This is an optimization exercise on Yosys and OpenROAD, whose aim is small area, not a production implementation.
Power is estimated from default activity; no workload was simulated.

Setup of the reference run:
Design EF, start of the top module:
module EF
#(
    parameter TAP_N     = 17,
    parameter DI_IL_W   = 2,
    parameter DI_FL_W   = 5,
    parameter DI_W      = DI_IL_W + DI_FL_W + 1,
    parameter C_IL_W    = 2,
    parameter C_FL_W    = 5,
    parameter C_W       = C_IL_W + C_FL_W + 1,
    parameter DO_IL_W   = 2,
    parameter DO_FL_W   = 5,
    parameter DO_W      = DO_IL_W + DO_FL_W + 1
)
(
    input  wire                    clk,
    input  wire                    rst_n,
    input  wire                    valid_i,
    input  wire signed [DI_W-1:0]  data_i,
    input  wire [TAP_N*C_W-1:0]    coeff_i,
    output reg                     valid_o,
    output reg  signed [DO_W-1:0]  data_o
);
For scale: roughly 180 flip-flops, about 160 I/O pins, roughly 0.0074 mm^2 of cells after synthesis.
export LEC_CHECK = 0
export CAP_MARGIN = 20
export CORE_MARGIN = 2
export CORE_UTILIZATION = 40
export CTS_BUF_LIST = sky130_fd_sc_hd__clkbuf_4 sky130_fd_sc_hd__clkbuf_8
export SLEW_MARGIN = 20
export SYNTH_HIERARCHICAL = 1
export SYNTH_MINIMUM_KEEP_SIZE = 0
create_clock -name core_clock -period 5.0 [get_ports {clk}]
standard.sh (not shown) runs the stock make flow with config.mk's settings and CLKGATE_MAP_FILE= SYNTH_SCRIPT=/design/flow/synth_recipe.tcl, a recipe that flattens the netlist after the stock synthesis.
==> flow/flow/run.sh <==
#!/bin/bash
# The standard layout, with plain buf_1 cells as the port buffers.
set -euo pipefail
bash standard.sh BUFFER_PORTS_ARGS="-buffer_cell sky130_fd_sc_hd__buf_1" finish > make_finish.log 2>&1
Edits applied to the flow inputs when going from the reference run to the trial run:
--- a/flow/design.v
+++ b/flow/design.v
@@ -14,23 +14,23 @@
 (
     input  wire                    clk,
     input  wire                    rst_n,
     input  wire                    valid_i,
     input  wire signed [DI_W-1:0]  data_i,
     input  wire [TAP_N*C_W-1:0]    coeff_i,
     output reg                     valid_o,
     output reg  signed [DO_W-1:0]  data_o
 );
 reg [7:0]  ring [0:15];    
 reg [7:0]  xn;             
-reg [7:0]  cbn;            
+reg [7:0]  cb;             
 reg [3:0]  d;              
 reg [3:0]  cnt;            
 reg        v1;             
 reg        busy;           
 reg        primed;         
 reg [19:0] acc;
 wire       last = busy & (cnt == 4'd15);
 wire       ins  = busy & (d == 4'd0);
 wire [7:0] head = primed ? ring[0] : 8'd0;
 integer i;
 always @(posedge clk) begin
@@ -54,24 +54,23 @@
         else if (last) busy <= 1'b0;
         if (last) primed <= 1'b1;
         valid_o <= last;
     end
 end
 wire [3:0] ci  = ~(d + 4'd1);
 wire       cgo = 1'b1;
 wire [127:0] chi = coeff_i[135:8];
 wire [7:0]   csel = chi[8*ci +: 8];
 wire [7:0]   cb_d = valid_i ? coeff_i[7:0] : (cgo ? csel : 8'd0);
 always @(posedge clk)
-    cbn <= ~cb_d;
-wire [7:0] cb = ~cbn;
+    cb <= cb_d;
 wire [7:0]  ma     = v1 ? xn : head;
 wire [19:0] acc_in = v1 ? 20'h79110 : acc;
 wire [19:0] sum;
 wire pp1;
 wire pp2;
 wire pp3;
 wire pp4;
 wire pp5;
 wire pp6;
 wire pp7;
 wire pp8;
@@ -579,48 +578,47 @@
 assign P278 = P262 & P256;
 assign G279 = G263 | (P264 & G255);
 assign P280 = P264 & P256;
 assign G281 = 1'b0 | (acc_in[16] & G279);
 assign P282 = acc_in[16] & P280;
 assign G283 = G225 | (P226 & G279);
 assign P284 = P226 & P280;
 assign G285 = G245 | (P246 & G279);
 assign P286 = P246 & P280;
 assign G287 = G247 | (P248 & G279);
 assign P288 = P248 & P280;
-assign sum[0] = p178;
+assign sum[0] = p178 ^ 1'b0;
 assign sum[1] = p180 ^ g177;
 assign sum[2] = p182 ^ G209;
 assign sum[3] = p184 ^ G229;
 assign sum[4] = p186 ^ G231;
 assign sum[5] = p188 ^ G249;
 assign sum[6] = p190 ^ G251;
 assign sum[7] = p192 ^ G253;
 assign sum[8] = p194 ^ G255;
 assign sum[9] = p196 ^ G265;
 assign sum[10] = p198 ^ G267;
 assign sum[11] = p200 ^ G269;
 assign sum[12] = p202 ^ G271;
 assign sum[13] = p204 ^ G273;
 assign sum[14] = p206 ^ G275;
 assign sum[15] = p208 ^ G277;
 assign sum[16] = acc_in[16] ^ G279;
 assign sum[17] = acc_in[17] ^ G281;
 assign sum[18] = acc_in[18] ^ G283;
 assign sum[19] = acc_in[19] ^ G285;
 always @(posedge clk)
     acc <= sum;
-wire [19:0] acc_t = acc;    
 always @(*) begin
-    if (!acc_t[19] && acc_t[18:12] != 7'h00)      data_o = 8'h7f;
-    else if (acc_t[19] && acc_t[18:12] != 7'h7f)  data_o = 8'h80;
-    else                                          data_o = acc_t[12:5];
+    if (!acc[19] && acc[18:12] != 7'h00)      data_o = 8'h7f;
+    else if (acc[19] && acc[18:12] != 7'h7f)  data_o = 8'h80;
+    else                                      data_o = acc[12:5];
 end
 endmodule
 module EF_fa (input wire a, input wire b, input wire c, output wire s, output wire co);
 assign s  = a ^ b ^ c;
 assign co = (a & b) | (a & c) | (b & c);
 endmodule
 module EF_ha (input wire a, input wire b, output wire s, output wire co);
 assign s  = a ^ b;
 assign co = a & b;
 endmodule
--- outcome ---
Comparing the two runs side by side, the trial run comes out behind the reference run on area inside the core boundary.
The net switching share of the total power of the trial run is lower than that of the reference run.
| area used by sequential logic in the layout | the trial run vs the reference run | ≈ equal |
The higher clock period minus worst slack of the trial run and the reference run is in the trial run.
Compared with the reference run, the trial run ends up with more cell area.
Global-route track usage on met3, the trial run and the reference run, lower one = the trial run.
Per the comparison of the trial run with the reference run, combinational power share has decreased; horizontal extent of the die saw an increase.
Re area fraction in compound gates after synthesis: the trial run is 0.32 points down on the reference run.
Summary of the trial run over the reference run: total via count after detailed routing rose 58; register-to-register slack fell 20 ps; count of filler cells inserted in the layout rose 83.
Taking the reference run as the reference, in the trial run total power rose about 0.9%, final RePlAce weighted congestion went down 0.030.
No functional check of the RTL was part of any run of this note.

## port drivers added, routing unchanged
In the flow no input, the clock included, has a driving cell. The finished layouts below were timed again as built, in two steps. Step 1, drivers: a clkbuf_16 drives clk and a buf_2 each remaining input, both assumed. Step 2 adds t to the input delays and takes it off the output delays; t is the mean of the earliest and latest rising clock arrival at the registers after step 1. Input paths then give back, and output paths get back, about the clock's delay inside the block. Three values: ideal ports, drivers, drivers and shift; two values: the first two.
run | shift t [ns] | slack for setup (ns) | worst setup path after step 2 | clock arrival spread, ns | pins driven straight from the clock port
the reference run | 0.481 | 0.355 / 0.355 / 0.355 | register to register | 0.018 / 0.018 | 1
the trial run | 0.489 | 0.335 / 0.335 / 0.335 | register to register | 0.017 / 0.016 | 1
After both steps every run listed still meets setup and hold.
